This design comes from an exercise in tuning for small area on the open sky130 flow, not from production work.
Only simulation tests tie the RTL to the original design; equivalence was not proved.
Power and IR drop assume default switching activity.

## job 9723
==> flow/design.v <==
module Task3(
	input [7:0] X0,
	input [7:0] X1,
	input [7:0] X2,
	input [7:0] X3,
	input [7:0] A0,
	input [7:0] A1,
	input [7:0] A2,
	input [7:0] A3,
	input clk,
	input rst,
	input enable,
	output ready,
	output valid,
	output [17:0] result
);
reg [3:0] cnt;
reg [7:0] a0, a1, a2, a3;
reg [7:0] xs0, xs1, xs2, xs3;
reg [9:0] h;
assign ready = (cnt == 4'd0) | (cnt == 4'd9);
assign valid = (cnt == 4'd9);
wire start = enable & ready;
wire first = (cnt == 4'd1);
wire c7 = (cnt == 4'd7);
wire last = (cnt == 4'd8);
always @(posedge clk) begin
	if (rst)
		cnt <= 4'd0;
	else if (start)
		cnt <= 4'd1;
	else if (ready)
		cnt <= 4'd0;
	else
		cnt <= cnt + 4'd1;
end
wire [9:0] nhin = first ? 10'h1ff : h;
wire b0 = xs0[0], b1 = xs1[0], b2 = xs2[0], b3 = xs3[0];
wire [7:0] npp0 = {a0[7] & b0, ~(a0[6:0] & {7{b0}})};
wire [7:0] npp1 = {a1[7] & b1, ~(a1[6:0] & {7{b1}})};
wire [7:0] npp2 = {a2[7] & b2, ~(a2[6:0] & {7{b2}})};
wire [7:0] npp3 = {a3[7] & b3, ~(a3[6:0] & {7{b3}})};
wire s1;
wire c2;
wire s3;
wire c4;
wire s5;
wire c6;
wire s7;
wire c8;
wire s9;
wire c10;
wire s11;
wire c12;
wire s13;
wire c14;
wire s15;
wire c16;
wire s17;
wire c18;
wire s19;
wire c20;
wire s21;
wire c22;
wire s23;
wire c24;
wire s25;
wire c26;
wire s27;
wire c28;
wire s29;
wire c30;
wire s31;
wire c32;
wire s33;
wire c34;
wire s35;
wire c36;
wire s37;
wire c38;
wire s39;
wire c40;
wire s41;
wire c42;
wire s43;
wire c44;
wire s45;
wire c46;
wire s47;
wire c48;
wire s49;
wire c50;
wire s51;
wire c52;
wire s53;
wire c54;
wire s55;
wire c56;
wire s57;
wire c58;
wire s59;
wire c60;
wire s61;
wire c62;
wire s63;
wire c64;
wire [10:0] ns;    
assign s1 = nhin[0] ^ npp0[0] ^ npp1[0];
assign c2 = (nhin[0] & npp0[0]) | (nhin[0] & npp1[0]) | (npp0[0] & npp1[0]);
assign s3 = npp2[0] ^ npp3[0] ^ s1;
assign c4 = (npp2[0] & npp3[0]) | (npp2[0] & s1) | (npp3[0] & s1);
assign s5 = nhin[1] ^ npp0[1] ^ npp1[1];
assign c6 = (nhin[1] & npp0[1]) | (nhin[1] & npp1[1]) | (npp0[1] & npp1[1]);
assign s7 = npp2[1] ^ npp3[1] ^ c2;
assign c8 = (npp2[1] & npp3[1]) | (npp2[1] & c2) | (npp3[1] & c2);
assign s9 = s5 ^ c4 ^ s7;
assign c10 = (s5 & c4) | (s5 & s7) | (c4 & s7);
assign s11 = nhin[2] ^ npp0[2] ^ npp1[2];
assign c12 = (nhin[2] & npp0[2]) | (nhin[2] & npp1[2]) | (npp0[2] & npp1[2]);
assign s13 = npp2[2] ^ npp3[2] ^ c6;
assign c14 = (npp2[2] & npp3[2]) | (npp2[2] & c6) | (npp3[2] & c6);
assign s15 = s11 ^ c8 ^ s13;
assign c16 = (s11 & c8) | (s11 & s13) | (c8 & s13);
assign s17 = ~(c10 ^ s15);
assign c18 = c10 | s15;
assign s19 = nhin[3] ^ npp0[3] ^ npp1[3];
assign c20 = (nhin[3] & npp0[3]) | (nhin[3] & npp1[3]) | (npp0[3] & npp1[3]);
assign s21 = npp2[3] ^ npp3[3] ^ c12;
assign c22 = (npp2[3] & npp3[3]) | (npp2[3] & c12) | (npp3[3] & c12);
assign s23 = s19 ^ c14 ^ s21;
assign c24 = (s19 & c14) | (s19 & s21) | (c14 & s21);
assign s25 = c16 ^ s23 ^ c18;
assign c26 = (c16 & s23) | (c16 & c18) | (s23 & c18);
assign s27 = nhin[4] ^ npp0[4] ^ npp1[4];
assign c28 = (nhin[4] & npp0[4]) | (nhin[4] & npp1[4]) | (npp0[4] & npp1[4]);
assign s29 = npp2[4] ^ npp3[4] ^ c20;
assign c30 = (npp2[4] & npp3[4]) | (npp2[4] & c20) | (npp3[4] & c20);
assign s31 = s27 ^ c22 ^ s29;
assign c32 = (s27 & c22) | (s27 & s29) | (c22 & s29);
assign s33 = c24 ^ s31 ^ c26;
assign c34 = (c24 & s31) | (c24 & c26) | (s31 & c26);
assign s35 = nhin[5] ^ npp0[5] ^ npp1[5];
assign c36 = (nhin[5] & npp0[5]) | (nhin[5] & npp1[5]) | (npp0[5] & npp1[5]);
assign s37 = npp2[5] ^ npp3[5] ^ c28;
assign c38 = (npp2[5] & npp3[5]) | (npp2[5] & c28) | (npp3[5] & c28);
assign s39 = s35 ^ c30 ^ s37;
assign c40 = (s35 & c30) | (s35 & s37) | (c30 & s37);
assign s41 = c32 ^ s39 ^ c34;
assign c42 = (c32 & s39) | (c32 & c34) | (s39 & c34);
assign s43 = nhin[6] ^ npp0[6] ^ npp1[6];
assign c44 = (nhin[6] & npp0[6]) | (nhin[6] & npp1[6]) | (npp0[6] & npp1[6]);
assign s45 = npp2[6] ^ npp3[6] ^ c36;
assign c46 = (npp2[6] & npp3[6]) | (npp2[6] & c36) | (npp3[6] & c36);
assign s47 = s43 ^ c38 ^ s45;
assign c48 = (s43 & c38) | (s43 & s45) | (c38 & s45);
assign s49 = c40 ^ s47 ^ c42;
assign c50 = (c40 & s47) | (c40 & c42) | (s47 & c42);
assign s51 = nhin[7] ^ npp0[7] ^ npp1[7];
assign c52 = (nhin[7] & npp0[7]) | (nhin[7] & npp1[7]) | (npp0[7] & npp1[7]);
assign s53 = npp2[7] ^ npp3[7] ^ c44;
assign c54 = (npp2[7] & npp3[7]) | (npp2[7] & c44) | (npp3[7] & c44);
assign s55 = s51 ^ c46 ^ s53;
assign c56 = (s51 & c46) | (s51 & s53) | (c46 & s53);
assign s57 = c48 ^ s55 ^ c50;
assign c58 = (c48 & s55) | (c48 & c50) | (s55 & c50);
assign s59 = nhin[8] ^ c52 ^ c54;
assign c60 = (nhin[8] & c52) | (nhin[8] & c54) | (c52 & c54);
assign s61 = c56 ^ s59 ^ c58;
assign c62 = (c56 & s59) | (c56 & c58) | (s59 & c58);
assign s63 = nhin[9] ^ c60 ^ c62;
assign c64 = (nhin[9] & c60) | (nhin[9] & c62) | (c60 & c62);
assign ns = {c64, s63, s61, s57, s49, s41, s33, s25, s17, s9, s3};
wire [9:0] hnext = ns[10:1] ^ {c7 | last, {9{c7}}};
wire rbit = ns[0] ^ ~last;
always @(posedge clk) begin
	if (ready) begin
		a0 <= A0; a1 <= A1; a2 <= A2; a3 <= A3;
		xs0 <= X0; xs1 <= X1; xs2 <= X2; xs3 <= X3;
	end else begin
		xs0 <= {rbit, xs0[7:1]};
		xs1 <= {X1[7], xs1[7:1]};
		xs2 <= {X2[7], xs2[7:1]};
		xs3 <= {X3[7], xs3[7:1]};
	end
	h <= hnext;
end
assign result = {h, xs0};
endmodule
==> flow/config.mk <==
export PLATFORM = sky130hd
export DESIGN_NAME = Task3
export DESIGN_NICKNAME = Task3
export VERILOG_FILES = /design/flow/design.v
export SDC_FILE = /design/flow/constraint.sdc
export NUM_CORES = 4
export LEC_CHECK = 0
export ABC_AREA = 1
export CAP_MARGIN = 20
export CORE_MARGIN = 2
export CORE_UTILIZATION = 40
export SLEW_MARGIN = 20
==> flow/constraint.sdc <==
create_clock -name core_clock -period 8.0 [get_ports {clk}]
set_input_delay 1.6000 -clock core_clock [delete_from_list [all_inputs] [get_ports {clk}]]
set_output_delay 1.6000 -clock core_clock [all_outputs]
set_load 0.01 [all_outputs]
standard.sh (not shown) runs the stock make flow with config.mk's settings and CLKGATE_MAP_FILE= SYNTH_SCRIPT=/design/flow/synth_recipe.tcl, a recipe that flattens the netlist after the stock synthesis.
==> flow/flow/run.sh <==
#!/bin/bash
# The standard layout with these changes:
# - the port buffers are the smallest buffer cell instead of the delay cell
#   buffer_ports picks by itself;
# - Yosys's synth skips its early "abc -fast";
# - after the standard synthesis, flow/netopt.py removes the inverters that
#   extract_fa leaves around the full adders (it flips full adders and some
#   two-input gates to inverted logic instead); flip-flops are untouched.
set -euo pipefail
export BUFFER_PORTS_ARGS="-buffer_cell sky130_fd_sc_hd__buf_1"
export SYNTH_ARGS="-noabc"
export CTS_ARGS="-sink_clustering_enable -sink_clustering_size 80 -sink_clustering_max_diameter 500 -buf_list sky130_fd_sc_hd__clkbuf_16 -dont_use_dummy_load -repair_clock_nets"
R=orfs/results/$FLOW_PLATFORM/Task3/base
bash standard.sh synth > synth.log 2>&1
cp $R/1_2_yosys.v yosys_standard.v
python3 flow/netopt.py yosys_standard.v $R/1_2_yosys.v > netopt.log 2>&1
touch $R/1_2_yosys.v
bash standard.sh finish > finish.log 2>&1
Other scripts of this flow, unchanged in this note and not shown: flow/flow/netopt.py
In summary, job 9723 completed successfully, with a layout that passed the timing, DRC and antenna checks.
Modified inputs, job 233 compared to job 9723
-- flow/flow/run.sh --
<<< job 9723, line 11
export SYNTH_ARGS="-noabc"
export CTS_ARGS="-sink_clustering_enable -sink_clustering_size 80 -sink_clustering_max_diameter 500 -buf_list sky130_fd_sc_hd__clkbuf_16 -dont_use_dummy_load -repair_clock_nets"
R=orfs/results/$FLOW_PLATFORM/Task3/base
>>> job 233, line 11
export SYNTH_ARGS="-noabc"
R=orfs/results/$FLOW_PLATFORM/Task3/base
### Flow results
Per the final summary, job 233 finished and its layout is clean on timing, DRC and antenna. Job 9723 did not stop at any stage, and its layout met the timing, DRC and antenna checks. Of job 9723 and job 233, job 9723 shows the lower cell count, with job 233 above it. Relative to job 9723, number of clock buffers in the layout has increased by 1 in job 233. Measured against each other, job 9723 and job 233 differ in fraction of power consumed by sequential logic, the lower figure coming from job 9723.
Edits applied to the flow inputs when going from job 233 to job 2676:
-- flow/flow/run.sh --
<<< job 233, line 11
export SYNTH_ARGS="-noabc"
R=orfs/results/$FLOW_PLATFORM/Task3/base
>>> job 2676, line 11
export SYNTH_ARGS="-noabc"
export CTS_ARGS="-sink_clustering_enable -sink_clustering_size 40 -sink_clustering_max_diameter 400 -buf_list sky130_fd_sc_hd__clkbuf_8 -dont_use_dummy_load -repair_clock_nets"
R=orfs/results/$FLOW_PLATFORM/Task3/base
Findings:
Overall power after layout sits lower in job 2676 than in job 233.
Combinational group share of total power | job 2676 above job 233
Compare job 2676 and job 233 | portion of the layout cell area used by clock cells lower: job 2676
Taking job 233 as the reference, in job 2676 areal power density over the cells shrank by about 3.4%; number of global-route vias before repair shrank by 1.8%; worst setup slack grew by 0.031 ns.
Final cell area: job 2676 below job 233

## port drivers added, routing unchanged
Ports are ideal in the flow. The routed layouts listed here were re-timed in OpenROAD.
Step 1 assumes that a clkbuf_16 drives the clock port and a buf_2 every other input.
Step 2 times the ports against the registers' clock, not the clock port: input delays grow and output delays shrink by t, the midpoint of the rising clock arrivals with the driver on.
a / b / c = ideal ports / drivers / drivers and shift; a / b = the first two.
run | t, ns | setup slack, ns | latest minus earliest clock arrival (ns)
job 9723 | 0.347 | 1.821 / 1.821 / 1.821 | 0.021 / 0.021
job 233 | 0.373 | 1.788 / 1.788 / 1.788 | 0.012 / 0.011
job 2676 | 0.360 | 1.819 / 1.819 / 1.819 | 0.032 / 0.032
After both steps setup and hold are still met in every run listed.
